Context: an optimization exercise on an open-source flow, tuned for small area, a short achievable clock period and few clock cycles. The choices shown serve that exercise and are no tape-out recipe. Function was checked by simulation only, so behaviour that the tests miss may differ from the original. Power and IR drop assume default switching activity.

$ cat flow/design.v
module conv_engine(
    input         clk,
    input         reset,
    input         en_ctrl,
    output [15:0] s_addr,
    output [15:0] w_addr,
    output [15:0] b_addr,
    input  [7:0]  signal,
    input  [7:0]  weight,
    input  [7:0]  bias,
    output [15:0] save_addr,
    output [7:0]  convout,
    output        en_write,
    output        finish
);
    reg        go;           
    reg        done;         
    reg        stall;        
    reg [11:0] sa, wa;       
    reg [2:0]  j;            
    reg [1:0]  c;            
    reg [2:0]  r;            
    reg        inb;          
    reg        jend, rend;   
    reg [4:0]  o, y;         
    reg [3:0]  xp;
    reg        last_out;     
    reg p0, p15, ya, yb, y01;    
    wire [2:0] jpen = (p0 | p15) ? 3'd2 : 3'd4;
    wire [2:0] rpen = ya ? 3'd1 : yb ? 3'd2 : 3'd3;
    wire cend = (c == 2'd2);
    wire last_pos = p15 & ya & ~y01;
    wire adv = go & ~done & ~stall;
    wire hold = ~inb & jend & cend & rend;
    wire inb_n  = adv ? hold : inb;
    wire jend_n = adv ? (~inb & (~jend ? (j == jpen) : (cend & rend))) : jend;
    wire cend_n = adv ? (~inb & (~jend ? cend : ~cend ? (c == 2'd1) : ~rend ? 1'b0 : 1'b1)) : cend;
    wire rend_n = adv ? (~inb & ((jend & cend & ~rend) ? (r == rpen) : rend)) : rend;
    wire last_out_n = w2 ? (o == 5'd30) : last_out;
    wire stall_n = (w2 & last_out) ? 1'b0 : (adv & inb & last_out) ? 1'b1 : stall;
    wire done_n = done | (adv & inb & last_out & last_pos);
    wire adv_n = en_ctrl & ~done_n & ~stall_n;
    reg a_inc, a_ch, a_row, a_back, a_pos;
    always @(posedge clk) begin
        if (reset) begin
            a_inc <= 1'b0;
            a_ch <= 1'b0;
            a_row <= 1'b0;
            a_back <= 1'b0;
            a_pos <= 1'b0;
        end else begin
            a_inc <= adv_n & ~inb_n & ~jend_n;
            a_ch <= adv_n & ~inb_n & jend_n & ~cend_n;
            a_row <= adv_n & ~inb_n & jend_n & cend_n & ~rend_n;
            a_back <= adv_n & inb_n & ~last_out_n;
            a_pos <= adv_n & inb_n & last_out_n;
        end
    end
    wire [11:0] ds, dw;
    assign ds = ({12{a_inc & (~p0 & ~p15)}} & 12'd3)
        | ({12{a_inc & (p0)}} & 12'd4093)
        | ({12{a_inc & (p15)}} & 12'd3)
        | ({12{a_ch & (~p0 & ~p15)}} & 12'd4082)
        | ({12{a_ch & (p0)}} & 12'd10)
        | ({12{a_ch & (p15)}} & 12'd4088)
        | ({12{a_row & (~p0 & ~p15)}} & 12'd79)
        | ({12{a_row & (p0)}} & 12'd103)
        | ({12{a_row & (p15)}} & 12'd85)
        | ({12{a_back & (~p0 & ~p15) & (ya)}} & 12'd3887)
        | ({12{a_back & (~p0 & ~p15) & (yb)}} & 12'd3791)
        | ({12{a_back & (~p0 & ~p15) & (~ya & ~yb)}} & 12'd3695)
        | ({12{a_back & (p0) & (ya)}} & 12'd3911)
        | ({12{a_back & (p0) & (yb)}} & 12'd3815)
        | ({12{a_back & (p0) & (~ya & ~yb)}} & 12'd3719)
        | ({12{a_back & (p15) & (ya)}} & 12'd3893)
        | ({12{a_back & (p15) & (yb)}} & 12'd3797)
        | ({12{a_back & (p15) & (~ya & ~yb)}} & 12'd3701)
        | ({12{a_pos & (~p0 & ~p15) & (ya)}} & 12'd3893)
        | ({12{a_pos & (~p0 & ~p15) & (yb)}} & 12'd3797)
        | ({12{a_pos & (~p0 & ~p15) & (~ya & ~yb)}} & 12'd3701)
        | ({12{a_pos & (p0) & (ya)}} & 12'd3902)
        | ({12{a_pos & (p0) & (yb)}} & 12'd3806)
        | ({12{a_pos & (p0) & (~ya & ~yb)}} & 12'd3710)
        | ({12{a_pos & (p15) & (~ya & ~yb)}} & 12'd3722)
        | ({12{a_pos & (p15) & (ya & y01)}} & 12'd3818)
        | ({12{a_pos & (p15) & (yb & y01)}} & 12'd3722)
        | ({12{a_pos & (p15) & (yb & ~y01)}} & 12'd3818);
    assign dw = ({12{a_inc & (~p0 & ~p15)}} & 12'd3)
        | ({12{a_inc & (p0)}} & 12'd4093)
        | ({12{a_inc & (p15)}} & 12'd3)
        | ({12{a_ch & (~p0 & ~p15)}} & 12'd4082)
        | ({12{a_ch & (p0)}} & 12'd10)
        | ({12{a_ch & (p15)}} & 12'd4088)
        | ({12{a_row & (~p0 & ~p15)}} & 12'd4094)
        | ({12{a_row & (p0)}} & 12'd22)
        | ({12{a_row & (p15)}} & 12'd4)
        | ({12{a_back & (~p0 & ~p15) & (ya)}} & 12'd28)
        | ({12{a_back & (~p0 & ~p15) & (yb)}} & 12'd13)
        | ({12{a_back & (~p0 & ~p15) & (~ya & ~yb)}} & 12'd4094)
        | ({12{a_back & (p0) & (ya)}} & 12'd52)
        | ({12{a_back & (p0) & (yb)}} & 12'd37)
        | ({12{a_back & (p0) & (~ya & ~yb)}} & 12'd22)
        | ({12{a_back & (p15) & (ya)}} & 12'd34)
        | ({12{a_back & (p15) & (yb)}} & 12'd19)
        | ({12{a_back & (p15) & (~ya & ~yb)}} & 12'd4)
        | ({12{a_pos & (~p0 & ~p15) & (ya)}} & 12'd1724)
        | ({12{a_pos & (~p0 & ~p15) & (yb)}} & 12'd1709)
        | ({12{a_pos & (~p0 & ~p15) & (~ya & ~yb)}} & 12'd1694)
        | ({12{a_pos & (p0) & (ya)}} & 12'd1736)
        | ({12{a_pos & (p0) & (yb)}} & 12'd1721)
        | ({12{a_pos & (p0) & (~ya & ~yb)}} & 12'd1706)
        | ({12{a_pos & (p15) & (~ya & ~yb)}} & 12'd1712)
        | ({12{a_pos & (p15) & (ya & y01)}} & 12'd1727)
        | ({12{a_pos & (p15) & (yb & y01)}} & 12'd1712)
        | ({12{a_pos & (p15) & (yb & ~y01)}} & 12'd1727);
    reg first1, b1, ga1, gb1;
    reg first2, b2, first3, b3, b4, wr_en, w2, lsb, fin;
    always @(posedge clk) begin
        if (reset) begin
            go <= 1'b0;
            done <= 1'b0;
            stall <= 1'b0;
            sa <= 12'd9;
            wa <= 12'd42;
            j <= 3'd0;
            c <= 2'd0;
            r <= 3'd0;
            inb <= 1'b0;
            jend <= 1'b0;
            rend <= 1'b0;
        end else begin
            go <= en_ctrl;
            sa <= sa + ds;
            wa <= wa + dw;
            if (adv) begin
                if (inb) begin
                    inb <= 1'b0;
                    j <= 3'd0;
                    c <= 2'd0;
                    r <= 3'd0;
                    jend <= 1'b0;
                    rend <= 1'b0;
                    if (last_out) begin
                        stall <= 1'b1;
                        if (last_pos) done <= 1'b1;
                    end
                end else if (~jend) begin
                    j <= j + 3'd1;
                    jend <= (j == jpen);
                end else if (~cend) begin
                    j <= 3'd0;
                    c <= c + 2'd1;
                    jend <= 1'b0;
                end else if (~rend) begin
                    j <= 3'd0;
                    c <= 2'd0;
                    r <= r + 3'd1;
                    jend <= 1'b0;
                    rend <= (r == rpen);
                end else begin
                    inb <= 1'b1;
                end
            end
            if (w2 & last_out) stall <= 1'b0;
        end
    end
    always @(posedge clk) begin
        if (reset) begin
            o <= 5'd0;
            xp <= 4'd0;
            y <= 5'd0;
            p0 <= 1'b1;
            p15 <= 1'b0;
            ya <= 1'b1;
            yb <= 1'b0;
            y01 <= 1'b1;
            last_out <= 1'b0;
        end else if (w2) begin
            o <= o + 5'd1;
            last_out <= (o == 5'd30);
            if (last_out) begin
                xp <= xp + 4'd1;
                p0 <= p15;
                p15 <= (xp == 4'd14);
                if (p15) begin
                    y <= y + 5'd1;
                    ya <= (y == 5'd30);
                    yb <= (y == 5'd0) | (y == 5'd29);
                    y01 <= (y == 5'd0);
                end
            end
        end
    end
    always @(posedge clk) begin
        if (reset) begin
            first1 <= 1'b0;
            b1 <= 1'b0;
            ga1 <= 1'b0;
            gb1 <= 1'b1;
            first2 <= 1'b0;
            b2 <= 1'b0;
            first3 <= 1'b0;
            b3 <= 1'b0;
            b4 <= 1'b0;
            wr_en <= 1'b0;
            w2 <= 1'b0;
            lsb <= 1'b0;
            fin <= 1'b0;
        end else begin
            first1 <= adv & ~inb & (j == 3'd0) & (c == 2'd0) & (r == 3'd0);
            b1 <= adv & inb;
            ga1 <= jend & ~p15 & ~p0;
            gb1 <= ~adv | inb | (j == 3'd0);
            first2 <= first1;
            b2 <= b1;
            first3 <= first2;
            b3 <= b2;
            b4 <= b3;
            wr_en <= b3 | b4;
            w2 <= b4;
            lsb <= p0 ? b3 : b4;
            if (b4 & last_out & last_pos) fin <= 1'b1;
        end
    end
    reg  [7:0]  sr;               
    reg  [3:0]  onea, twoa, nega;    
    reg  [3:0]  oneb, twob, negb;    
    wire [7:0]  wd = b1 ? 8'd64 : ga1 ? 8'd0 : weight;
    always @(posedge clk) begin
        sr <= b1 ? bias : signal;
        onea <= {wd[6] ^ wd[5], wd[4] ^ wd[3], wd[2] ^ wd[1], wd[0]};
        twoa <= {(wd[7] & ~wd[6] & ~wd[5]) | (~wd[7] & wd[6] & wd[5]),
                 (wd[5] & ~wd[4] & ~wd[3]) | (~wd[5] & wd[4] & wd[3]),
                 (wd[3] & ~wd[2] & ~wd[1]) | (~wd[3] & wd[2] & wd[1]),
                 (wd[1] & ~wd[0])};
        nega <= {wd[7], wd[5], wd[3], wd[1]};
        oneb <= b1 ? 4'b1000 : gb1 ? 4'b0000 : onea;
        twob <= (b1 | gb1) ? 4'b0000 : twoa;
        negb <= (b1 | gb1) ? 4'b0000 : nega;
    end
    wire [9:0]  sx = {{2{sr[7]}}, sr};
    wire [10:0] sx2 = {sx, 1'b0};
    wire [8:0] ea0;
    assign ea0[0] = ((onea[0] & sx[0]) | (twoa[0] & sx2[0])) ^ nega[0];
    assign ea0[1] = ((onea[0] & sx[1]) | (twoa[0] & sx2[1])) ^ nega[0];
    assign ea0[2] = ((onea[0] & sx[2]) | (twoa[0] & sx2[2])) ^ nega[0];
    assign ea0[3] = ((onea[0] & sx[3]) | (twoa[0] & sx2[3])) ^ nega[0];
    assign ea0[4] = ((onea[0] & sx[4]) | (twoa[0] & sx2[4])) ^ nega[0];
    assign ea0[5] = ((onea[0] & sx[5]) | (twoa[0] & sx2[5])) ^ nega[0];
    assign ea0[6] = ((onea[0] & sx[6]) | (twoa[0] & sx2[6])) ^ nega[0];
    assign ea0[7] = ((onea[0] & sx[7]) | (twoa[0] & sx2[7])) ^ nega[0];
    assign ea0[8] = ((onea[0] & sx[8]) | (twoa[0] & sx2[8])) ^ nega[0];
    wire [8:0] ea1;
    assign ea1[0] = ((onea[1] & sx[0]) | (twoa[1] & sx2[0])) ^ nega[1];
    assign ea1[1] = ((onea[1] & sx[1]) | (twoa[1] & sx2[1])) ^ nega[1];
    assign ea1[2] = ((onea[1] & sx[2]) | (twoa[1] & sx2[2])) ^ nega[1];
    assign ea1[3] = ((onea[1] & sx[3]) | (twoa[1] & sx2[3])) ^ nega[1];
    assign ea1[4] = ((onea[1] & sx[4]) | (twoa[1] & sx2[4])) ^ nega[1];
    assign ea1[5] = ((onea[1] & sx[5]) | (twoa[1] & sx2[5])) ^ nega[1];
    assign ea1[6] = ((onea[1] & sx[6]) | (twoa[1] & sx2[6])) ^ nega[1];
    assign ea1[7] = ((onea[1] & sx[7]) | (twoa[1] & sx2[7])) ^ nega[1];
    assign ea1[8] = ((onea[1] & sx[8]) | (twoa[1] & sx2[8])) ^ nega[1];
    wire [8:0] ea2;
    assign ea2[0] = ((onea[2] & sx[0]) | (twoa[2] & sx2[0])) ^ nega[2];
    assign ea2[1] = ((onea[2] & sx[1]) | (twoa[2] & sx2[1])) ^ nega[2];
    assign ea2[2] = ((onea[2] & sx[2]) | (twoa[2] & sx2[2])) ^ nega[2];
    assign ea2[3] = ((onea[2] & sx[3]) | (twoa[2] & sx2[3])) ^ nega[2];
    assign ea2[4] = ((onea[2] & sx[4]) | (twoa[2] & sx2[4])) ^ nega[2];
    assign ea2[5] = ((onea[2] & sx[5]) | (twoa[2] & sx2[5])) ^ nega[2];
    assign ea2[6] = ((onea[2] & sx[6]) | (twoa[2] & sx2[6])) ^ nega[2];
    assign ea2[7] = ((onea[2] & sx[7]) | (twoa[2] & sx2[7])) ^ nega[2];
    assign ea2[8] = ((onea[2] & sx[8]) | (twoa[2] & sx2[8])) ^ nega[2];
    wire [8:0] ea3;
    assign ea3[0] = ((onea[3] & sx[0]) | (twoa[3] & sx2[0])) ^ nega[3];
    assign ea3[1] = ((onea[3] & sx[1]) | (twoa[3] & sx2[1])) ^ nega[3];
    assign ea3[2] = ((onea[3] & sx[2]) | (twoa[3] & sx2[2])) ^ nega[3];
    assign ea3[3] = ((onea[3] & sx[3]) | (twoa[3] & sx2[3])) ^ nega[3];
    assign ea3[4] = ((onea[3] & sx[4]) | (twoa[3] & sx2[4])) ^ nega[3];
    assign ea3[5] = ((onea[3] & sx[5]) | (twoa[3] & sx2[5])) ^ nega[3];
    assign ea3[6] = ((onea[3] & sx[6]) | (twoa[3] & sx2[6])) ^ nega[3];
    assign ea3[7] = ((onea[3] & sx[7]) | (twoa[3] & sx2[7])) ^ nega[3];
    assign ea3[8] = ((onea[3] & sx[8]) | (twoa[3] & sx2[8])) ^ nega[3];
    reg  [17:0] Sa, Ca;
    wire [17:0] Sag = first2 ? 18'd0 : Sa;
    wire [17:0] Cag = first2 ? 18'd0 : Ca;
    wire fas0 = nega[0] ^ Sag[0] ^ ea0[0];
    wire fac0 = (nega[0] & Sag[0]) | (nega[0] & ea0[0]) | (Sag[0] & ea0[0]);
    wire fas1 = Sag[1] ^ Cag[1] ^ ea0[1];
    wire fac1 = (Sag[1] & Cag[1]) | (Sag[1] & ea0[1]) | (Cag[1] & ea0[1]);
    wire fas2 = nega[1] ^ Sag[2] ^ Cag[2];
    wire fac2 = (nega[1] & Sag[2]) | (nega[1] & Cag[2]) | (Sag[2] & Cag[2]);
    wire fas3 = ea0[2] ^ ea1[0] ^ fas2;
    wire fac3 = (ea0[2] & ea1[0]) | (ea0[2] & fas2) | (ea1[0] & fas2);
    wire fas4 = Sag[3] ^ Cag[3] ^ ea0[3];
    wire fac4 = (Sag[3] & Cag[3]) | (Sag[3] & ea0[3]) | (Cag[3] & ea0[3]);
    wire fas5 = ea1[1] ^ fac2 ^ fas4;
    wire fac5 = (ea1[1] & fac2) | (ea1[1] & fas4) | (fac2 & fas4);
    wire fas6 = nega[2] ^ Sag[4] ^ Cag[4];
    wire fac6 = (nega[2] & Sag[4]) | (nega[2] & Cag[4]) | (Sag[4] & Cag[4]);
    wire fas7 = ea0[4] ^ ea1[2] ^ ea2[0];
    wire fac7 = (ea0[4] & ea1[2]) | (ea0[4] & ea2[0]) | (ea1[2] & ea2[0]);
    wire fas8 = fas6 ^ fac4 ^ fas7;
    wire fac8 = (fas6 & fac4) | (fas6 & fas7) | (fac4 & fas7);
    wire fas9 = Sag[5] ^ Cag[5] ^ ea0[5];
    wire fac9 = (Sag[5] & Cag[5]) | (Sag[5] & ea0[5]) | (Cag[5] & ea0[5]);
    wire fas10 = ea1[3] ^ ea2[1] ^ fac6;
    wire fac10 = (ea1[3] & ea2[1]) | (ea1[3] & fac6) | (ea2[1] & fac6);
    wire fas11 = fac7 ^ fas9 ^ fas10;
    wire fac11 = (fac7 & fas9) | (fac7 & fas10) | (fas9 & fas10);
    wire fas12 = nega[3] ^ Sag[6] ^ Cag[6];
    wire fac12 = (nega[3] & Sag[6]) | (nega[3] & Cag[6]) | (Sag[6] & Cag[6]);
    wire fas13 = ea0[6] ^ ea1[4] ^ ea2[2];
    wire fac13 = (ea0[6] & ea1[4]) | (ea0[6] & ea2[2]) | (ea1[4] & ea2[2]);
    wire fas14 = ea3[0] ^ fas12 ^ fac9;
    wire fac14 = (ea3[0] & fas12) | (ea3[0] & fac9) | (fas12 & fac9);
    wire fas15 = fas13 ^ fac10 ^ fas14;
    wire fac15 = (fas13 & fac10) | (fas13 & fas14) | (fac10 & fas14);
    wire fas16 = Sag[7] ^ Cag[7] ^ ea0[7];
    wire fac16 = (Sag[7] & Cag[7]) | (Sag[7] & ea0[7]) | (Cag[7] & ea0[7]);
    wire fas17 = ea1[5] ^ ea2[3] ^ ea3[1];
    wire fac17 = (ea1[5] & ea2[3]) | (ea1[5] & ea3[1]) | (ea2[3] & ea3[1]);
    wire fas18 = fac12 ^ fac13 ^ fas16;
    wire fac18 = (fac12 & fac13) | (fac12 & fas16) | (fac13 & fas16);
    wire fas19 = fas17 ^ fac14 ^ fas18;
    wire fac19 = (fas17 & fac14) | (fas17 & fas18) | (fac14 & fas18);
    wire fas20 = ~(Sag[8] ^ Cag[8]);
    wire fac20 = Sag[8] | Cag[8];
    wire fas21 = ~ea0[8] ^ ea1[6] ^ ea2[4];
    wire fac21 = (~ea0[8] & ea1[6]) | (~ea0[8] & ea2[4]) | (ea1[6] & ea2[4]);
    wire fas22 = ea3[2] ^ fas20 ^ fac16;
    wire fac22 = (ea3[2] & fas20) | (ea3[2] & fac16) | (fas20 & fac16);
    wire fas23 = fac17 ^ fas21 ^ fac18;
    wire fac23 = (fac17 & fas21) | (fac17 & fac18) | (fas21 & fac18);
    wire fas24 = fas22 ^ fac19 ^ fas23;
    wire fac24 = (fas22 & fac19) | (fas22 & fas23) | (fac19 & fas23);
    wire fas25 = ~(Sag[9] ^ Cag[9]);
    wire fac25 = Sag[9] | Cag[9];
    wire fas26 = ea1[7] ^ ea2[5] ^ ea3[3];
    wire fac26 = (ea1[7] & ea2[5]) | (ea1[7] & ea3[3]) | (ea2[5] & ea3[3]);
    wire fas27 = fac20 ^ fas25 ^ fac21;
    wire fac27 = (fac20 & fas25) | (fac20 & fac21) | (fas25 & fac21);
    wire fas28 = fas26 ^ fac22 ^ fas27;
    wire fac28 = (fas26 & fac22) | (fas26 & fas27) | (fac22 & fas27);
    wire fas29 = fac23 ^ fas28 ^ fac24;
    wire fac29 = (fac23 & fas28) | (fac23 & fac24) | (fas28 & fac24);
    wire fas30 = Sag[10] ^ Cag[10] ^ ~ea1[8];
    wire fac30 = (Sag[10] & Cag[10]) | (Sag[10] & ~ea1[8]) | (Cag[10] & ~ea1[8]);
    wire fas31 = ea2[6] ^ ea3[4] ^ fac25;
    wire fac31 = (ea2[6] & ea3[4]) | (ea2[6] & fac25) | (ea3[4] & fac25);
    wire fas32 = fac26 ^ fas30 ^ fas31;
    wire fac32 = (fac26 & fas30) | (fac26 & fas31) | (fas30 & fas31);
    wire fas33 = fac27 ^ fas32 ^ fac28;
    wire fac33 = (fac27 & fas32) | (fac27 & fac28) | (fas32 & fac28);
    wire fas34 = ~(Sag[11] ^ Cag[11]);
    wire fac34 = Sag[11] | Cag[11];
    wire fas35 = ea2[7] ^ ea3[5] ^ fas34;
    wire fac35 = (ea2[7] & ea3[5]) | (ea2[7] & fas34) | (ea3[5] & fas34);
    wire fas36 = fac30 ^ fac31 ^ fas35;
    wire fac36 = (fac30 & fac31) | (fac30 & fas35) | (fac31 & fas35);
    wire fas37 = fac32 ^ fas36 ^ fac33;
    wire fac37 = (fac32 & fas36) | (fac32 & fac33) | (fas36 & fac33);
    wire fas38 = Sag[12] ^ Cag[12] ^ ~ea2[8];
    wire fac38 = (Sag[12] & Cag[12]) | (Sag[12] & ~ea2[8]) | (Cag[12] & ~ea2[8]);
    wire fas39 = ea3[6] ^ fac34 ^ fas38;
    wire fac39 = (ea3[6] & fac34) | (ea3[6] & fas38) | (fac34 & fas38);
    wire fas40 = fac35 ^ fas39 ^ fac36;
    wire fac40 = (fac35 & fas39) | (fac35 & fac36) | (fas39 & fac36);
    wire fas41 = ~(Sag[13] ^ Cag[13]);
    wire fac41 = Sag[13] | Cag[13];
    wire fas42 = ea3[7] ^ fas41 ^ fac38;
    wire fac42 = (ea3[7] & fas41) | (ea3[7] & fac38) | (fas41 & fac38);
    wire fas43 = fac39 ^ fas42 ^ fac40;
    wire fac43 = (fac39 & fas42) | (fac39 & fac40) | (fas42 & fac40);
    wire fas44 = Sag[14] ^ Cag[14] ^ ~ea3[8];
    wire fac44 = (Sag[14] & Cag[14]) | (Sag[14] & ~ea3[8]) | (Cag[14] & ~ea3[8]);
    wire fas45 = fac41 ^ fas44 ^ fac42;
    wire fac45 = (fac41 & fas44) | (fac41 & fac42) | (fas44 & fac42);
    wire fas46 = ~(Sag[15] ^ Cag[15]);
    wire fac46 = Sag[15] | Cag[15];
    wire fas47 = fas46 ^ fac44 ^ fac45;
    wire fac47 = (fas46 & fac44) | (fas46 & fac45) | (fac44 & fac45);
    wire fas48 = ~(Sag[16] ^ Cag[16]);
    wire fac48 = Sag[16] | Cag[16];
    wire fas49 = fac46 ^ fas48 ^ fac47;
    wire fac49 = (fac46 & fas48) | (fac46 & fac47) | (fas48 & fac47);
    wire fas50 = ~(Sag[17] ^ Cag[17]);
    wire fac50 = Sag[17] | Cag[17];
    wire fas51 = fac48 ^ fas50 ^ fac49;
    wire fac51 = (fac48 & fas50) | (fac48 & fac49) | (fas50 & fac49);
    always @(posedge clk) begin
        Sa <= {fas51, fas49, fas47, fac43, fas43, fac37, fas37, fac29, fas29, fas24, fac15, fac11, fac8, fac5, fac3, fac1, fac0, fas0};
        Ca <= {1'b0, 1'b0, 1'b0, fas45, 1'b0, fas40, 1'b0, fas33, 1'b0, 1'b0, fas19, fas15, fas11, fas8, fas5, fas3, fas1, 1'b0};
    end
    wire [8:0] eb0;
    assign eb0[0] = ((oneb[0] & sx[0]) | (twob[0] & sx2[0])) ^ negb[0];
    assign eb0[1] = ((oneb[0] & sx[1]) | (twob[0] & sx2[1])) ^ negb[0];
    assign eb0[2] = ((oneb[0] & sx[2]) | (twob[0] & sx2[2])) ^ negb[0];
    assign eb0[3] = ((oneb[0] & sx[3]) | (twob[0] & sx2[3])) ^ negb[0];
    assign eb0[4] = ((oneb[0] & sx[4]) | (twob[0] & sx2[4])) ^ negb[0];
    assign eb0[5] = ((oneb[0] & sx[5]) | (twob[0] & sx2[5])) ^ negb[0];
    assign eb0[6] = ((oneb[0] & sx[6]) | (twob[0] & sx2[6])) ^ negb[0];
    assign eb0[7] = ((oneb[0] & sx[7]) | (twob[0] & sx2[7])) ^ negb[0];
    assign eb0[8] = ((oneb[0] & sx[8]) | (twob[0] & sx2[8])) ^ negb[0];
    wire [8:0] eb1;
    assign eb1[0] = ((oneb[1] & sx[0]) | (twob[1] & sx2[0])) ^ negb[1];
    assign eb1[1] = ((oneb[1] & sx[1]) | (twob[1] & sx2[1])) ^ negb[1];
    assign eb1[2] = ((oneb[1] & sx[2]) | (twob[1] & sx2[2])) ^ negb[1];
    assign eb1[3] = ((oneb[1] & sx[3]) | (twob[1] & sx2[3])) ^ negb[1];
    assign eb1[4] = ((oneb[1] & sx[4]) | (twob[1] & sx2[4])) ^ negb[1];
    assign eb1[5] = ((oneb[1] & sx[5]) | (twob[1] & sx2[5])) ^ negb[1];
    assign eb1[6] = ((oneb[1] & sx[6]) | (twob[1] & sx2[6])) ^ negb[1];
    assign eb1[7] = ((oneb[1] & sx[7]) | (twob[1] & sx2[7])) ^ negb[1];
    assign eb1[8] = ((oneb[1] & sx[8]) | (twob[1] & sx2[8])) ^ negb[1];
    wire [8:0] eb2;
    assign eb2[0] = ((oneb[2] & sx[0]) | (twob[2] & sx2[0])) ^ negb[2];
    assign eb2[1] = ((oneb[2] & sx[1]) | (twob[2] & sx2[1])) ^ negb[2];
    assign eb2[2] = ((oneb[2] & sx[2]) | (twob[2] & sx2[2])) ^ negb[2];
    assign eb2[3] = ((oneb[2] & sx[3]) | (twob[2] & sx2[3])) ^ negb[2];
    assign eb2[4] = ((oneb[2] & sx[4]) | (twob[2] & sx2[4])) ^ negb[2];
    assign eb2[5] = ((oneb[2] & sx[5]) | (twob[2] & sx2[5])) ^ negb[2];
    assign eb2[6] = ((oneb[2] & sx[6]) | (twob[2] & sx2[6])) ^ negb[2];
    assign eb2[7] = ((oneb[2] & sx[7]) | (twob[2] & sx2[7])) ^ negb[2];
    assign eb2[8] = ((oneb[2] & sx[8]) | (twob[2] & sx2[8])) ^ negb[2];
    wire [8:0] eb3;
    assign eb3[0] = ((oneb[3] & sx[0]) | (twob[3] & sx2[0])) ^ negb[3];
    assign eb3[1] = ((oneb[3] & sx[1]) | (twob[3] & sx2[1])) ^ negb[3];
    assign eb3[2] = ((oneb[3] & sx[2]) | (twob[3] & sx2[2])) ^ negb[3];
    assign eb3[3] = ((oneb[3] & sx[3]) | (twob[3] & sx2[3])) ^ negb[3];
    assign eb3[4] = ((oneb[3] & sx[4]) | (twob[3] & sx2[4])) ^ negb[3];
    assign eb3[5] = ((oneb[3] & sx[5]) | (twob[3] & sx2[5])) ^ negb[3];
    assign eb3[6] = ((oneb[3] & sx[6]) | (twob[3] & sx2[6])) ^ negb[3];
    assign eb3[7] = ((oneb[3] & sx[7]) | (twob[3] & sx2[7])) ^ negb[3];
    assign eb3[8] = ((oneb[3] & sx[8]) | (twob[3] & sx2[8])) ^ negb[3];
    reg  [17:0] Sb, Cb;
    wire [17:0] Sbg = first3 ? 18'd0 : Sb;
    wire [17:0] Cbg = first3 ? 18'd0 : Cb;
    wire fbs0 = negb[0] ^ Sbg[0] ^ eb0[0];
    wire fbc0 = (negb[0] & Sbg[0]) | (negb[0] & eb0[0]) | (Sbg[0] & eb0[0]);
    wire fbs1 = Sbg[1] ^ Cbg[1] ^ eb0[1];
    wire fbc1 = (Sbg[1] & Cbg[1]) | (Sbg[1] & eb0[1]) | (Cbg[1] & eb0[1]);
    wire fbs2 = negb[1] ^ Sbg[2] ^ Cbg[2];
    wire fbc2 = (negb[1] & Sbg[2]) | (negb[1] & Cbg[2]) | (Sbg[2] & Cbg[2]);
    wire fbs3 = eb0[2] ^ eb1[0] ^ fbs2;
    wire fbc3 = (eb0[2] & eb1[0]) | (eb0[2] & fbs2) | (eb1[0] & fbs2);
    wire fbs4 = Sbg[3] ^ Cbg[3] ^ eb0[3];
    wire fbc4 = (Sbg[3] & Cbg[3]) | (Sbg[3] & eb0[3]) | (Cbg[3] & eb0[3]);
    wire fbs5 = eb1[1] ^ fbc2 ^ fbs4;
    wire fbc5 = (eb1[1] & fbc2) | (eb1[1] & fbs4) | (fbc2 & fbs4);
    wire fbs6 = negb[2] ^ Sbg[4] ^ Cbg[4];
    wire fbc6 = (negb[2] & Sbg[4]) | (negb[2] & Cbg[4]) | (Sbg[4] & Cbg[4]);
    wire fbs7 = eb0[4] ^ eb1[2] ^ eb2[0];
    wire fbc7 = (eb0[4] & eb1[2]) | (eb0[4] & eb2[0]) | (eb1[2] & eb2[0]);
    wire fbs8 = fbs6 ^ fbc4 ^ fbs7;
    wire fbc8 = (fbs6 & fbc4) | (fbs6 & fbs7) | (fbc4 & fbs7);
    wire fbs9 = Sbg[5] ^ Cbg[5] ^ eb0[5];
    wire fbc9 = (Sbg[5] & Cbg[5]) | (Sbg[5] & eb0[5]) | (Cbg[5] & eb0[5]);
    wire fbs10 = eb1[3] ^ eb2[1] ^ fbc6;
    wire fbc10 = (eb1[3] & eb2[1]) | (eb1[3] & fbc6) | (eb2[1] & fbc6);
    wire fbs11 = fbc7 ^ fbs9 ^ fbs10;
    wire fbc11 = (fbc7 & fbs9) | (fbc7 & fbs10) | (fbs9 & fbs10);
    wire fbs12 = negb[3] ^ Sbg[6] ^ Cbg[6];
    wire fbc12 = (negb[3] & Sbg[6]) | (negb[3] & Cbg[6]) | (Sbg[6] & Cbg[6]);
    wire fbs13 = eb0[6] ^ eb1[4] ^ eb2[2];
    wire fbc13 = (eb0[6] & eb1[4]) | (eb0[6] & eb2[2]) | (eb1[4] & eb2[2]);
    wire fbs14 = eb3[0] ^ fbs12 ^ fbc9;
    wire fbc14 = (eb3[0] & fbs12) | (eb3[0] & fbc9) | (fbs12 & fbc9);
    wire fbs15 = fbs13 ^ fbc10 ^ fbs14;
    wire fbc15 = (fbs13 & fbc10) | (fbs13 & fbs14) | (fbc10 & fbs14);
    wire fbs16 = Sbg[7] ^ Cbg[7] ^ eb0[7];
    wire fbc16 = (Sbg[7] & Cbg[7]) | (Sbg[7] & eb0[7]) | (Cbg[7] & eb0[7]);
    wire fbs17 = eb1[5] ^ eb2[3] ^ eb3[1];
    wire fbc17 = (eb1[5] & eb2[3]) | (eb1[5] & eb3[1]) | (eb2[3] & eb3[1]);
    wire fbs18 = fbc12 ^ fbc13 ^ fbs16;
    wire fbc18 = (fbc12 & fbc13) | (fbc12 & fbs16) | (fbc13 & fbs16);
    wire fbs19 = fbs17 ^ fbc14 ^ fbs18;
    wire fbc19 = (fbs17 & fbc14) | (fbs17 & fbs18) | (fbc14 & fbs18);
    wire fbs20 = ~(Sbg[8] ^ Cbg[8]);
    wire fbc20 = Sbg[8] | Cbg[8];
    wire fbs21 = ~eb0[8] ^ eb1[6] ^ eb2[4];
    wire fbc21 = (~eb0[8] & eb1[6]) | (~eb0[8] & eb2[4]) | (eb1[6] & eb2[4]);
    wire fbs22 = eb3[2] ^ fbs20 ^ fbc16;
    wire fbc22 = (eb3[2] & fbs20) | (eb3[2] & fbc16) | (fbs20 & fbc16);
    wire fbs23 = fbc17 ^ fbs21 ^ fbc18;
    wire fbc23 = (fbc17 & fbs21) | (fbc17 & fbc18) | (fbs21 & fbc18);
    wire fbs24 = fbs22 ^ fbc19 ^ fbs23;
    wire fbc24 = (fbs22 & fbc19) | (fbs22 & fbs23) | (fbc19 & fbs23);
    wire fbs25 = ~(Sbg[9] ^ Cbg[9]);
    wire fbc25 = Sbg[9] | Cbg[9];
    wire fbs26 = eb1[7] ^ eb2[5] ^ eb3[3];
    wire fbc26 = (eb1[7] & eb2[5]) | (eb1[7] & eb3[3]) | (eb2[5] & eb3[3]);
    wire fbs27 = fbc20 ^ fbs25 ^ fbc21;
    wire fbc27 = (fbc20 & fbs25) | (fbc20 & fbc21) | (fbs25 & fbc21);
    wire fbs28 = fbs26 ^ fbc22 ^ fbs27;
    wire fbc28 = (fbs26 & fbc22) | (fbs26 & fbs27) | (fbc22 & fbs27);
    wire fbs29 = fbc23 ^ fbs28 ^ fbc24;
    wire fbc29 = (fbc23 & fbs28) | (fbc23 & fbc24) | (fbs28 & fbc24);
    wire fbs30 = Sbg[10] ^ Cbg[10] ^ ~eb1[8];
    wire fbc30 = (Sbg[10] & Cbg[10]) | (Sbg[10] & ~eb1[8]) | (Cbg[10] & ~eb1[8]);
    wire fbs31 = eb2[6] ^ eb3[4] ^ fbc25;
    wire fbc31 = (eb2[6] & eb3[4]) | (eb2[6] & fbc25) | (eb3[4] & fbc25);
    wire fbs32 = fbc26 ^ fbs30 ^ fbs31;
    wire fbc32 = (fbc26 & fbs30) | (fbc26 & fbs31) | (fbs30 & fbs31);
    wire fbs33 = fbc27 ^ fbs32 ^ fbc28;
    wire fbc33 = (fbc27 & fbs32) | (fbc27 & fbc28) | (fbs32 & fbc28);
    wire fbs34 = ~(Sbg[11] ^ Cbg[11]);
    wire fbc34 = Sbg[11] | Cbg[11];
    wire fbs35 = eb2[7] ^ eb3[5] ^ fbs34;
    wire fbc35 = (eb2[7] & eb3[5]) | (eb2[7] & fbs34) | (eb3[5] & fbs34);
    wire fbs36 = fbc30 ^ fbc31 ^ fbs35;
    wire fbc36 = (fbc30 & fbc31) | (fbc30 & fbs35) | (fbc31 & fbs35);
    wire fbs37 = fbc32 ^ fbs36 ^ fbc33;
    wire fbc37 = (fbc32 & fbs36) | (fbc32 & fbc33) | (fbs36 & fbc33);
    wire fbs38 = Sbg[12] ^ Cbg[12] ^ ~eb2[8];
    wire fbc38 = (Sbg[12] & Cbg[12]) | (Sbg[12] & ~eb2[8]) | (Cbg[12] & ~eb2[8]);
    wire fbs39 = eb3[6] ^ fbc34 ^ fbs38;
    wire fbc39 = (eb3[6] & fbc34) | (eb3[6] & fbs38) | (fbc34 & fbs38);
    wire fbs40 = fbc35 ^ fbs39 ^ fbc36;
    wire fbc40 = (fbc35 & fbs39) | (fbc35 & fbc36) | (fbs39 & fbc36);
    wire fbs41 = ~(Sbg[13] ^ Cbg[13]);
    wire fbc41 = Sbg[13] | Cbg[13];
    wire fbs42 = eb3[7] ^ fbs41 ^ fbc38;
    wire fbc42 = (eb3[7] & fbs41) | (eb3[7] & fbc38) | (fbs41 & fbc38);
    wire fbs43 = fbc39 ^ fbs42 ^ fbc40;
    wire fbc43 = (fbc39 & fbs42) | (fbc39 & fbc40) | (fbs42 & fbc40);
    wire fbs44 = Sbg[14] ^ Cbg[14] ^ ~eb3[8];
    wire fbc44 = (Sbg[14] & Cbg[14]) | (Sbg[14] & ~eb3[8]) | (Cbg[14] & ~eb3[8]);
    wire fbs45 = fbc41 ^ fbs44 ^ fbc42;
    wire fbc45 = (fbc41 & fbs44) | (fbc41 & fbc42) | (fbs44 & fbc42);
    wire fbs46 = ~(Sbg[15] ^ Cbg[15]);
    wire fbc46 = Sbg[15] | Cbg[15];
    wire fbs47 = fbs46 ^ fbc44 ^ fbc45;
    wire fbc47 = (fbs46 & fbc44) | (fbs46 & fbc45) | (fbc44 & fbc45);
    wire fbs48 = ~(Sbg[16] ^ Cbg[16]);
    wire fbc48 = Sbg[16] | Cbg[16];
    wire fbs49 = fbc46 ^ fbs48 ^ fbc47;
    wire fbc49 = (fbc46 & fbs48) | (fbc46 & fbc47) | (fbs48 & fbc47);
    wire fbs50 = ~(Sbg[17] ^ Cbg[17]);
    wire fbc50 = Sbg[17] | Cbg[17];
    wire fbs51 = fbc48 ^ fbs50 ^ fbc49;
    wire fbc51 = (fbc48 & fbs50) | (fbc48 & fbc49) | (fbs50 & fbc49);
    always @(posedge clk) begin
        Sb <= {fbs51, fbs49, fbs47, fbc43, fbs43, fbc37, fbs37, fbc29, fbs29, fbs24, fbc15, fbc11, fbc8, fbc5, fbc3, fbc1, fbc0, fbs0};
        Cb <= {1'b0, 1'b0, 1'b0, fbs45, 1'b0, fbs40, 1'b0, fbs33, 1'b0, 1'b0, fbs19, fbs15, fbs11, fbs8, fbs5, fbs3, fbs1, 1'b0};
    end
    wire [17:0] acc = b3 ? (Sa + Ca) : (Sb + Cb);
    wire [8:0]  t = acc[17:9];
    reg  [7:0]  cout_r;
    always @(posedge clk)
        cout_r <= (t[8] != t[7]) ? {t[8], {7{~t[8]}}} : t[7:0];
    assign s_addr = {4'd0, sa};
    assign w_addr = {4'd0, wa};
    assign b_addr = {11'd0, o};
    assign save_addr = {1'b0, y, xp, lsb, o};
    assign convout = cout_r;
    assign en_write = wr_en;
    assign finish = fin;
endmodule
$ cat flow/flow/run.sh
#!/bin/bash
set -uo pipefail
MARGIN=$(cat flow/margin 2>/dev/null || echo 7)
EXTRA=()
if [[ -f flow/extra ]]; then
    while IFS= read -r line; do
        [[ -n "$line" ]] && EXTRA+=("$line")
    done < flow/extra
fi
bash standard.sh "SETUP_SLACK_MARGIN=$MARGIN" \
    "BUFFER_PORTS_ARGS=-buffer_cell sky130_fd_sc_hd__buf_1" "${EXTRA[@]}" finish > run_make.log 2>&1
status=$?
tail -5 run_make.log
exit $status
$ cat flow/flow/extra
SKIP_REPAIR_TIE_FANOUT=1
$ cat flow/flow/margin
7.0
$ cat flow/standard.sh
#!/bin/bash
# synth_recipe.tcl (not shown) runs the flow's synth.tcl, then flattens the netlist and writes it again
# the make line also repeats each setting of config.mk as NAME=value (left out here)
make -C /OpenROAD-flow-scripts/flow DESIGN_CONFIG=/design/flow/config.mk WORK_HOME=/design/flow/orfs CLKGATE_MAP_FILE= SYNTH_SCRIPT=/design/flow/synth_recipe.tcl "${@:-finish}"
$ cat flow/config.mk
export PLATFORM = sky130hd
export DESIGN_NAME = conv_engine
export DESIGN_NICKNAME = conv_engine
export VERILOG_FILES = /design/flow/design.v
export SDC_FILE = /design/flow/constraint.sdc
export NUM_CORES = 4
export LEC_CHECK = 0
export CAP_MARGIN = 20
export CORE_MARGIN = 2
export CORE_UTILIZATION = 40
export CTS_BUF_LIST = sky130_fd_sc_hd__clkbuf_8
export SLEW_MARGIN = 20
$ cat flow/constraint.sdc
create_clock -name core_clock -period 10.0 [get_ports {clk}]
set_input_delay 2.0000 -clock core_clock [delete_from_list [all_inputs] [get_ports {clk}]]
set_output_delay 2.0000 -clock core_clock [all_outputs]
set_load 0.01 [all_outputs]
==> reports/qor.yml, run 1 <==
setup_path:
  reg2reg_from: "p15"
  crit_type: "reg2reg"
  start_kind: "register"
  crit_path_max_fanout: 6
  end_kind: "register"
  required_ns: 10.35
  cp-startpoint: "p15"
  critPathArrivalTime_ns: 3.40
floorplanning:
  die_area_um2: 29200
  die_width_um: 171
  core_area_um2: 27600
  die_h_um: 171
  row_count: 61
  ios: 101
  initial_core_util_pct: 40.4
pwr:
  switching_share_pct: 41.0
  p_sw_uw: 1150
  clkPwrFrac_pct: 17.5
  power.internal_uw: 1660
  power_leakage_uw: 0.00566
  p_total_uw: 2810
  vdd_drop_max_uv: 99.6
  seqPwrFrac_pct: 34.8
  p_comb_share_pct: 47.6
  power_density_nw_per_um2: 214
placement:
  pre_cts_slack_ns: 6.24
  place_congestion: 0.853
  io_buffers: 80
  hpwl_um: 16600
cells_and_area:
  drive_above_1_share_pct: 26.2
  final_cell_mix: "116 x inv_1, 97 x dfxtp_1, 87 x nor2_1"
  syn_to_final_growth_pct: 17.9
  fillCellCount: 2641
  antenna_cells: 0
  nets: 1450
  final_common_cell: "inv_1"
timing:
  setup_viol: 0
  max_freq_ghz: 0.328
  fin_ws_ns: 6.95
  fin_crit_ns: 3.05
  skew_ns: 0.0132
  worst_pin_slew_ns: 0.797
  relSlewSlack_pct: 46.8
  tns_ns: 0
  period_share_pct: 30.5
  rsz0062_at_grt: "yes"
  finalMaxSlewViolations: 0
  timing_hold_violations_final: 0
synth:
  syn_avg_cell_area_um2: 9.26
  yosys_most_used_dff: "dfxtp_1"
  yosysUniqueCellTypes: 62
  syn_nets: 1371
  yosysSeqAreaShare_pct: 30.9
  synth_edf_count: 0
  syn_inst: 1204
  netlist_area_um2: 11100
  ys_seq_elements: 172
  ys_warn_count: 1
  ys_async_sr_fraction_pct: 0
clock_network:
  cts-root-buf: "clkbuf_8"
  ctsHtreeMaxLevel: 4
  cts_buffers: 17
  clk_pin_slew_ns: 0.11
  cts_buffer_depth: 2
  insertion_delay_ns: 0.48
  cts_num_sinks: 172
  tritoncts: "built"
route:
  routed_via_density: 4.91
  ant_nets: 0
  dr.pass1.iters: 5
  vias: 8211
  dr.first_iter.drc_count: 575
  wl_per_cell_um: 14.5
  routed_wl_um: 24300
  drc: 0
min_path:
  hold_start: "b2"
  hold_class: "reg2reg"
outcome:
  outcome: "complete, no violations"
grt:
  grt_pass1_wl_um: 39700
  antenna_found_initial: 0
  grt_pass1_vias: 8188
  grt_max_degree: 69
  overflow: 0
  grt_use_total_pct: 17.0
run:
  drv_cap: 0
[cells in the mapped netlist, drive strengths merged, types with 7 or more instances]
cell type / n / area, um2
nor3: 14 / 70.1
nand4: 13 / 81.3
o22ai: 7 / 43.8
and2: 17 / 106
nor2b: 43 / 269
nand3: 8 / 40.0
o21ai: 35 / 183
fa: 88 / 1760
a22oi: 58 / 435
xnor2: 88 / 771
ha: 52 / 651
nand2b: 44 / 275
nand2: 57 / 214
o211ai: 7 / 57.6
a21oi: 47 / 235
clkbuf: 68 / 255
dfxtp: 172 / 3440
buf: 32 / 218
a21o: 12 / 90.1
mux2: 10 / 113
inv: 122 / 458
xor2: 41 / 367
nor2: 90 / 338
[power groups by stage]
stage	sequential (uW)	combinational (uW)	clock, uW
2_1_floorplan	970	986	0
3_3_place_gp	997	1230	0
3_5_place_dp	998	1280	0
4_1_cts	980	1310	512
5_1_grt	1000	1620	536
6_report	981	1340	493
[metal layers]
| metal | wire (um) | vias to the layer above | share of wire, % | GRT usage (%) |
|---|---|---|---|---|
| met5 | 0 | - | 0 | 0 |
| met4 | 418 | 0 | 1.7 | 4.79 |
| met3 | 911 | 31 | 3.8 | 3.15 |
| met2 | 12100 | 179 | 50 | 29.7 |
| met1 | 10800 | 3954 | 45 | 21.3 |
| li1 | - | 4047 | - | - |
[path summary, 6_finish.rpt]
| check | end | slack (ns) | cells after the start |
|---|---|---|---|
| min reg2reg | b3 | 0.44 | 1 |
| min | b3 | 0.44 | 1 |
| max reg2reg | wa[11] | 6.95 | 15 |
| max | wa[11] | 6.95 | 15 |
[registers in the layout, indices dropped and copies added, names as in the netlist, 5 cells and up]
signal	flops
wa	12
y	5
cout_r	8
o	5
Sa	18
sr	8
sa	12
Ca	10
Sb	18
Cb	10
[worst max-delay path, cell delays in order, from the launching register on]
cell	delay (ns)
dfxtp_4	0.42
buf_6	0.14
nand2b_4	0.08
nand2_2	0.07
a21oi_1	0.06
or3_4	0.40
ha_4	0.22
a21o_1	0.16
a21oi_2	0.16
o21bai_1	0.13
a2111oi_2	0.45
o31ai_2	0.14
a21o_1	0.19
a21oi_2	0.14
xnor2_1	0.12
nor2_1	0.05
[cells by family (layout without fill, tap and decap cells)]
logic type,count (synthesis),after routing,synth area share (%)
compound gates,204,204,12.3
simple gates,312,312,14.2
other cells,1,1,0.0336
xor+xnor,129,129,10.2
flops,172,172,30.9
fa+ha+maj,146,146,22.2
mux,16,16,1.69
buf+inv,224,316,8.42
[timing repair]
| action | CTS | global route |
|---|---|---|
| hold buffers | 0 | 0 |
| resized for setup | 158 | 93 |
| hold endpoints to repair | 0 | 0 |
| gates cloned | 0 | 1 |
| setup buffers | 29 | 49 |
| pin swaps | 4 | 36 |
| endpoints found under the setup margin | 76 | 72 |
[stage by stage]
stage	std cells	hold slack (ns)	util, %	cell area, um2
floorplan	1204	0.414	-	11200
global placement	1563	0.417	41.5	11500
detailed placement	1563	0.420	41.5	11500
CTS	1624	0.444	45.1	12500
global route	1674	0.463	47.6	13100
finish	1674	0.441	47.6	13100
[layout make-up]
type | instances | area (um2) | share of cell area [%]
clock buffers | 17 | 234 | 1.78
well taps | 378 | 473 | 3.60
clock inverters | 15 | 165 | 1.26
repair buffers | 160 | 1130 | 8.60
multi-input cells | 808 | 7060 | 53.7
inverters | 124 | 470 | 3.58
flip-flops and latches | 172 | 3610 | 27.5
Testbench counts, summed over its fixed seeds: cycles 4,137,219.
==> run 2, diff against run 1 <==
==> flow/flow/margin (replaced) <==
6.9
==> run 2 against run 1 <==
Against the previous run:
- core utilization shrank 2.6 points
- die area stayed put
- synthesized area unchanged
- wire length is 5.0% lower
- combinational power is 4% lower
- fmax fell by 0.92%
- clock-buffer cell count stayed put
- clock skew fell by 0.0033 ns
- hold slack gained 0.0022 ns
- synthesized cell count unchanged
- critical path depth is 14 lower
- worst setup slack worse by 0.028 ns
==> reports/qor.yml, run 2 <==
outcome:
  outcome: "complete, no violations"
placement:
  pre_cts_slack_ns: 6.15
  place_congestion: 0.872
  place_area_um2: 11500
  hpwl_um: 16700
  io_buffers: 80
synth:
  netlist_area_um2: 11100
  synth_top_area_share_pct: 30.9
  ys_async_sr_fraction_pct: 0
  yosys_most_used_dff: "dfxtp_1"
  synth_most_common_cell: "dfxtp_1"
  ys_seq_elements: 172
  synth_edf_count: 0
  syn_avg_cell_area_um2: 9.26
  yosysUniqueCellTypes: 62
  syn_inst: 1204
  syn_nets: 1371
  yosys-top-cells-count: "172 x dfxtp_1, 120 x inv_1, 90 x nor2_1"
  yosys.area.top_type: "dfxtp_1"
  ys_top_cells_by_area: "dfxtp_1 31%, fa_1 16%, xnor2_1 6.9%, ha_1 5.8%, inv_1 4.0%"
  yosysSeqAreaShare_pct: 30.9
  ys_warn_count: 1
timing:
  max_freq_ghz: 0.325
  timing_hold_violations_final: 0
  setup_viol: 0
  finalMaxSlewViolations: 0
  period_share_pct: 30.7
  worst_pin_slew_ns: 0.821
  fin_crit_ns: 3.07
  rsz0062_at_grt: "yes"
  skew_ns: 0.00993
  tns_ns: 0
  fin_ws_ns: 6.93
  relSlewSlack_pct: 45.2
grt:
  antenna_found_initial: 0
  grt_pass1_wl_um: 38800
  grt_max_degree: 69
  grt_use_total_pct: 16.5
  grt_pass1_vias: 7934
  overflow: 0
route:
  drc: 0
  dr.pass1.iters: 5
  ant_nets: 0
  routed_wl_um: 23100
  wl_per_cell_um: 14.2
  dr.first_iter.drc_count: 577
  routed_via_density: 4.98
  vias: 8092
setup_path:
  crit_buf_inv: 1
  crit_type: "reg2out"
  crit_path_max_fanout: 3
  end_kind: "output pin"
  crit_family: "flip-flops"
  required_ns: 8.00
  start_kind: "register"
  crit_path_cell_trace: "buf_1"
  cpPeakStageDelay_ns: 0.43
  critPathArrivalTime_ns: 1.07
  critical-path-slowest-cell: "dfxtp_2"
cells_and_area:
  drive_above_1_share_pct: 15.4
  antenna_cells: 0
  final_common_cell: "dfxtp_1"
  post-route-cell-area_um2: 12400
  final_cell_mix: "126 x dfxtp_1, 120 x inv_1, 88 x xnor2_1"
  largestRegisters: "Sa: 18 flops, Sb: 18 flops"
  nets: 1402
  syn_to_final_growth_pct: 11.6
clock_network:
  cts-root-buf: "clkbuf_8"
  insertion_delay_ns: 0.47
  cts_buffer_depth: 2
  ctsHtreeMaxLevel: 4
  cts_buffers: 17
  cts_num_sinks: 172
  clk_pin_slew_ns: 0.10
  tritoncts: "built"
floorplanning:
  initial_core_util_pct: 40.4
  row_count: 61
  die_h_um: 171
  die_width_um: 171
  core_area_um2: 27600
  die_area_um2: 29200
  ios: 101
pwr:
  power_density_nw_per_um2: 224
  power_leakage_uw: 0.00521
  vdd_drop_max_uv: 90.8
min_path:
  hold_class: "reg2reg"
run:
  drv_cap: 0
-- run 2: cell count changes in the layout (fill, tap and decap cells not counted), moves of 9 or more --
| cell | change |
|---|---|
| buf_1 | +50 |
| dfxtp_4 | -10 |
| buf_4 | -49 |
| fa_2 | -9 |
| dfxtp_2 | -19 |
| fa_1 | +9 |
| buf_6 | -20 |
| buf_2 | -21 |
| dfxtp_1 | +29 |
-- run 2: what timing repair did --
action                     in CTS  in global routing
setup buffers                   9                 22
hold endpoints to repair        0                  0
pin swaps                       2                 22
resized for setup              46                 72
hold buffers                    0                  0
setup endpoints to repair      47                 33
-- run 2: cells by family after synthesis --
family                     share of synthesized area, %
and+or+nand+nor                                    14.2
other                                            0.0336
DFF                                                30.9
AOI/OAI and AO/OA                                  12.3
buffers and inverters                              8.42
xor gates and xnor gates                           10.2
adders and majority gates                          22.2
muxes                                              1.69
-- run 2: worst reg2reg max path: cells and delay by family, from the launching register on --
kind | cells | cell delay, ns
compound gates | 1 | 0.23
xor+xnor | 1 | 0.22
fa+ha+maj | 5 | 1.87
buf+inv | 3 | 0.17
flops | 1 | 0.38
-- run 2: area by class of cell --
type                       instances  area (um2)
timing repair buffer             112         544
multi-input combinational        808        6980
fill                            2677       15200
clock buffer                      17         234
sequential                       172        3550
tap                              378         473
inverter                         124         467
clock inverter                    15         191
-- run 2: path summary, 6_finish.rpt --
check / startpoint / endpoint / slack [ns] / cells past startpoint
max: wa[1] / w_addr[1] / 6.93 / 1
min: first1 / first2 / 0.44 / 1
max reg2reg: sr[6] / Sa[9] / 7.01 / 10
min reg2reg: first1 / first2 / 0.44 / 1
-- run 2: report_power, final --
group	switching (uW)	internal, uW	total [uW]
logic	709	567	1280
clock network	297	238	534
registers	118	861	980
-- run 2: per-layer routing --
layer  vias up  GRT usage, %  routed length [um]
li1       3961             -                   -
met1      3880          21.0               10300
met2       206          28.6               11300
met3        45          2.96                 963
met4         0          5.08                 503
met5         -             0                   0
-- run 2: metrics by stage --
step	utilization [%]	total power (uW)	hold slack [ns]	instances
after global placement	41.5	2230	0.424	1563
after floorplan	-	1950	0.414	1204
after detailed placement	41.5	2280	0.430	1563
after CTS	43.6	2840	0.446	1604
after global routing	45.0	3120	0.451	1626
final	45.0	2790	0.443	1626
==> run 3, diff against run 2 <==
==> flow/flow/margin (replaced) <==
6.8
==> run 3 against run 2 <==
Against the previous run:
- still clean
- wire length decreased by 0.87%
- hold slack got worse by 0.0061 ns
- sequential power about the same
- global-route usage about the same
- clock power decreased by 9.0%
- core utilization decreased by 1.1 points
- flip-flop and latch count unchanged
- register-to-register slack got worse by 0.09 ns
- first-iteration DRC count decreased by 37%
- sequential share of layout area increased by 0.29 points
- highest routed layer unchanged
==> reports/qor.yml, run 3 <==
floorplanning:
  ios: 101
  core_area_um2: 27600
  die_h_um: 171
  die_area_um2: 29200
  row_count: 61
  initial_core_util_pct: 40.4
  die_width_um: 171
cells_and_area:
  final_cell_count_no_fill: 1612
  antenna_cells: 0
  largestRegisters: "Sa: 18 flops, Sb: 18 flops"
  final_common_cell: "dfxtp_1"
  final_cell_mix: "146 x dfxtp_1, 120 x inv_1, 88 x nor2_1, 88 x xnor2_1, 87 x fa_1"
  drive_above_1_share_pct: 11.2
  syn_to_final_growth_pct: 8.88
  nets: 1388
  finish.utilization_pct: 43.9
route:
  wl_per_cell_um: 14.2
  vias: 7988
  drc: 0
  ant_nets: 0
  routed_wl_um: 22900
  routed_via_density: 4.96
  dr.pass1.iters: 5
  dr.first_iter.drc_count: 361
timing:
  setup_viol: 0
  finalMaxSlewViolations: 0
  max_freq_ghz: 0.320
  worst_pin_slew_ns: 0.853
  fin_ws_ns: 6.88
  tns_ns: 0
  skew_ns: 0.0148
  fin_crit_ns: 3.12
  rsz0062_at_grt: "yes"
  period_share_pct: 31.2
  relSlewSlack_pct: 43.0
  timing_hold_violations_final: 0
setup_path:
  cpPeakStageDelay_ns: 0.46
  crit_path_max_fanout: 6
  crit_path_cell_trace: "buf_1"
  crit_buf_inv: 1
  crit_family: "flip-flops"
  start_kind: "register"
  crit_type: "reg2out"
  critical-path-slowest-cell: "dfxtp_1"
  critPathArrivalTime_ns: 1.12
  end_kind: "output pin"
  required_ns: 8.00
synth:
  synth_edf_count: 0
  syn_nets: 1371
  syn_inst: 1204
  ys_top_cells_by_area: "dfxtp_1 31%, fa_1 16%, xnor2_1 6.9%, ha_1 5.8%, inv_1 4.0%"
  yosys.area.top_type: "dfxtp_1"
  yosysUniqueCellTypes: 62
  syn_avg_cell_area_um2: 9.26
  ys_warn_count: 1
  yosys_most_used_dff: "dfxtp_1"
  ys_async_sr_fraction_pct: 0
  ys_seq_elements: 172
  yosysSeqAreaShare_pct: 30.9
  netlist_area_um2: 11100
  yosys-top-cells-count: "172 x dfxtp_1, 120 x inv_1, 90 x nor2_1"
  synth_most_common_cell: "dfxtp_1"
  synth_top_area_share_pct: 30.9
grt:
  grt_max_degree: 69
  grt_pass1_vias: 8002
  grt_use_total_pct: 16.5
  overflow: 0
  grt_pass1_wl_um: 38900
  antenna_found_initial: 0
outcome:
  outcome: "complete, no violations"
min_path:
  hold_class: "reg2reg"
pwr:
  vdd_drop_max_uv: 93.7
  power_density_nw_per_um2: 226
  power_leakage_uw: 0.00506
placement:
  hpwl_um: 16500
  io_buffers: 80
  place_congestion: 0.780
  pre_cts_slack_ns: 6.14
  dpl.cell_count: 1563
clock_network:
  tritoncts: "built"
  cts_buffer_depth: 2
  cts_buffers: 17
  ctsHtreeMaxLevel: 4
  cts_num_sinks: 172
  insertion_delay_ns: 0.47
  clk_pin_slew_ns: 0.10
  cts-root-buf: "clkbuf_8"
run:
  drv_cap: 0
## run 3: cell counts after synthesis
No cell type changed its count.
## run 3: area by class of cell
| type | instances | area (um2) |
|---|---|---|
| fill | 2676 | 15500 |
| sequential | 172 | 3500 |
| clock inverter | 14 | 134 |
| inverter | 124 | 467 |
| timing repair buffer | 98 | 437 |
| tap | 378 | 473 |
| multi-input combinational | 808 | 6880 |
| clock buffer | 18 | 248 |
## run 3: layer usage
metal  global-route usage [%]  wire (um)  vias to the layer above  share of wire, %
met5                        0          0                        -                 0
met4                     5.12        395                        0               1.7
met3                     2.82        822                       30               3.6
met2                     28.8      11400                      181                50
met1                     20.8      10200                     3851                45
li1                         -          -                     3926                 -
## run 3: repair_timing
action	4_1_cts	5_1_grt
endpoints found under the setup margin	23	18
pin swaps	1	9
setup buffers	1	16
hold buffers	0	0
resized for setup	26	37
## run 3: path summary, 6_finish.rpt
kind | start | endpoint | slack (ns) | cells past startpoint
worst max-delay path | y[0] | save_addr[10] | 6.88 | 1
worst min-delay path | first1 | first2 | 0.44 | 1
worst max register to register | sr[3] | Sa[9] | 6.92 | 9
worst min register to register | first1 | first2 | 0.44 | 1
## run 3: where the power goes
part / internal [uW] / switching, uW / total (uW) / leakage (uW)
logic: 565 / 705 / 1270 / 0.00344
registers: 863 / 119 / 982 / 0.00143
clock network: 208 / 278 / 486 / 0.000191
total: 1640 / 1100 / 2740 / 0.00506
## run 3: cells by family after synthesis
| family | share of synthesized area, % |
|---|---|
| compound gates | 12.3 |
| xor+xnor | 10.2 |
| fa+ha+maj | 22.2 |
| buf+inv | 8.42 |
| flops | 30.9 |
| mux | 1.69 |
| other cells | 0.0336 |
| simple gates | 14.2 |
## run 3: stage by stage
step	power (uW)	area, um2	hold slack (ns)
6_report	2740	12100	0.437
3_3_place_gp	2230	11500	0.417
2_1_floorplan	1950	11200	0.414
4_1_cts	2780	11900	0.443
5_1_grt	3060	12100	0.460
3_5_place_dp	2270	11500	0.427
==> run 4, diff against run 3 <==
--- a/flow/design.v
+++ b/flow/design.v
@@ -27,2 +27,4 @@
     reg        last_out;     
+    reg first1, b1, ga1, gb1;
+    reg first2, b2, first3, b3, b4, wr_en, w2, lsb, fin;
     reg p0, p15, ya, yb, y01;    
@@ -115,4 +117,2 @@
         | ({12{a_pos & (p15) & (yb & ~y01)}} & 12'd1727);
-    reg first1, b1, ga1, gb1;
-    reg first2, b2, first3, b3, b4, wr_en, w2, lsb, fin;
     always @(posedge clk) begin
==> run 4 against run 3 <==
Against the previous run:
- first-iteration DRC count rose by 70%
- flip-flop and latch count did not move
- register-to-register slack barely moved
- worst setup slack improved by 0.037 ns
- sequential power fell by 0.8%
- sequential share of layout area fell by 0.16 points
- largest power group unchanged
- highest routed layer unchanged
==> reports/qor.yml, run 4 <==
synth:
  synth_edf_count: 0
  syn_avg_cell_area_um2: 9.14
  ys_top_cells_by_area: "dfxtp_1 31%, fa_1 16%, xnor2_1 6.9%, ha_1 5.8%, inv_1 4.4%"
  yosysUniqueCellTypes: 65
  syn_nets: 1398
  yosys_most_used_dff: "dfxtp_1"
  ys_async_sr_fraction_pct: 0
  syn_inst: 1231
  yosys.area_share.simple_pct: 14.8
  synth_top_family_by_area: "adder cells"
  synth_xor_area_share_pct: 9.57
  synth_mux_area_share_pct: 1.69
  yosysSeqAreaShare_pct: 30.6
  synth_top_area_share_pct: 30.6
  synth_compound_area_share_pct: 12.7
  netlist_area_um2: 11300
  synth_fa_ha_area_share_pct: 21.9
  synth_most_common_cell: "dfxtp_1"
  yosys-top-cells-count: "172 x dfxtp_1, 131 x inv_1, 94 x nor2_1"
  ys_warn_count: 1
  ys_seq_elements: 172
  yosys.area.top_type: "dfxtp_1"
cells_and_area:
  seq_area_um2: 3500
  drive_above_1_share_pct: 11.9
  nets: 1416
  antenna_cells: 0
  syn_to_final_growth_pct: 8.52
  fillCellCount: 2680
  final_common_cell: "dfxtp_1"
  multi_input_area_um2: 6930
  final_cell_mix: "145 x dfxtp_1, 128 x inv_1, 94 x nor2_1"
  largestRegisters: "Sa: 18 flops, Sb: 18 flops"
timing:
  tns_ns: 0
  whs_ns: 0.442
  timing_hold_violations_final: 0
  finalMaxSlewViolations: 0
  skew_ns: 0.0228
  period_share_pct: 30.8
  worst_pin_slew_ns: 0.869
  setup_viol: 0
  rsz0062_at_grt: "yes"
  fin_crit_ns: 3.08
  relSlewSlack_pct: 42.0
  max_freq_ghz: 0.324
floorplanning:
  ios: 101
  die_h_um: 172
  initial_core_util_pct: 40.6
  die_width_um: 172
  row_count: 61
  core_area_um2: 27700
  die_area_um2: 29500
grt:
  grt_pass1_wl_um: 40100
  grt_pass1_vias: 8216
  overflow: 0
  antenna_found_initial: 0
  grt_use_total_pct: 17.0
  grt_max_degree: 69
outcome:
  outcome: "complete, no violations"
route:
  routed_via_density: 5.00
  ant_nets: 0
  dr.first_iter.drc_count: 614
  drc: 0
  wl_per_cell_um: 14.4
  routed_wl_um: 23600
  vias: 8194
  dr.pass1.iters: 5
clock_network:
  insertion_delay_ns: 0.47
  cts-root-buf: "clkbuf_8"
  cts_hold_buf: 0
  tritoncts: "built"
  cts_buffer_depth: 2
  cts_buffers: 17
  clk_pin_slew_ns: 0.09
  ctsHtreeMaxLevel: 4
  cts_num_sinks: 172
setup_path:
  crit_buf_inv: 1
  start_kind: "register"
  crit_type: "reg2out"
  critical-path-slowest-cell: "dfxtp_1"
  end_kind: "output pin"
  crit_path_cell_trace: "buf_1"
  crit_path_max_fanout: 6
  critPathArrivalTime_ns: 1.08
  required_ns: 8.00
  cpPeakStageDelay_ns: 0.45
  crit_family: "flip-flops"
pwr:
  power_leakage_uw: 0.00519
  vdd_drop_max_uv: 97.7
  power_density_nw_per_um2: 224
placement:
  hpwl_um: 17200
  place_congestion: 0.871
  io_buffers: 80
min_path:
  hold_class: "reg2reg"
run:
  drv_cap: 0
run 4: cell count changes after synthesis, moves of 3 or more:
cell      previous run  this run
nand2_1             57        54
nor2b_1             43        36
a31o_2               2         5
nand4_1             13        10
inv_1              120       131
nand3_1              8        20
nor3_1              14        21
and3_1               3         8
nand2b_1            44        40
xor2_1              40        34
nor2_1              90        94
o22ai_1              7         3
run 4: routing by layer:
metal  vias up  track usage, %  share of wire, %
met5         -               0                 0
met4         0            5.31               2.1
met3        33            2.67               3.5
met2       189            29.0                48
met1      3952            22.0                46
li1       4020               -                 -
run 4: metrics by stage:
stage	worst slack (ns)	power, uW	std cells	cell area, um2	util [%]
floorplan	6.81	1970	1231	11300	-
finish	6.92	2740	1639	12200	44.1
CTS	6.75	2770	1631	12000	43.5
global route	6.74	3060	1639	12200	44.1
global placement	6.16	2240	1590	11600	41.8
detailed placement	6.10	2290	1590	11600	41.8
run 4: timing repair:
action,CTS,global route
setup endpoints to repair,28,15
gates resized for setup,29,42
hold endpoints to repair,0,0
buffers inserted,10,8
cloned,0,0
pin swaps,4,15
run 4: path summary, 6_finish.rpt:
check | from | end | slack, ns | cells after the start
hold reg to reg | b2 | b3 | 0.44 | 1
hold / removal | b2 | b3 | 0.44 | 1
setup reg to reg | yb | sa[11] | 6.93 | 14
setup / recovery | o[0] | save_addr[0] | 6.92 | 1
run 4: power breakdown:
group	internal [uW]	total, uW	switching (uW)
registers	863	974	111
clock network	183	459	276
logic	577	1300	726
total	1620	2740	1110
run 4: cell families (layout without fill, tap and decap cells):
family                     after synthesis  count (layout)
muxes                                   17              17
DFF                                    172             172
other                                    1               1
and+or+nand+nor                        327             327
AOI/OAI and AO/OA                      211             211
adders and majority gates              145             145
xor gates and xnor gates               123             123
buffers and inverters                  235             265
run 4: cell type report:
type	count	area share, %
repair buffers	99	3.62
well taps	378	3.87
flip-flops and latches	172	28.7
clock buffers	18	2.03
clock inverters	13	0.891
multi-input cells	824	56.7
inverters	135	4.16
Testbench counts of run 4, summed over its fixed seeds: cycles 4,137,219.

==> what the ideal ports hide <==
In the flow no input, the clock included, has a driving cell. The finished layouts below were timed again as built, in two steps.
Step 1 sets driving cells, clkbuf_16 on the clock port and buf_2 on the other inputs (assumed; they add their load-dependent delay and slew).
Step 2, shift: input delay + t, output delay - t, t = (earliest + latest rising clock arrival at the registers) / 2. This alone moves slack from input paths to output paths.
a / b / c = ideal ports / drivers / drivers and shift; a / b = the first two.
run | t, ns | setup slack, ns | worst setup path after step 2 | clock arrival spread, ns | slew at the worst register clock pin (ns)
run 1 | 0.516 | 6.953 / 6.953 / 6.632 | input to register | 0.017 / 0.017 | 0.11 / 0.11
run 2 | 0.513 | 6.925 / 6.880 / 6.743 | input to register | 0.014 / 0.014 | 0.11 / 0.11
run 3 | 0.506 | 6.880 / 6.837 / 6.700 | input to register | 0.016 / 0.015 | 0.10 / 0.10
run 4 | 0.504 | 6.916 / 6.869 / 6.570 | input to register | 0.023 / 0.023 | 0.11 / 0.11
After both steps setup and hold are still met in every run listed. The setup slack of run 4, which loses most, moves by -0.047 ns with the drivers and by -0.346 ns with both steps.
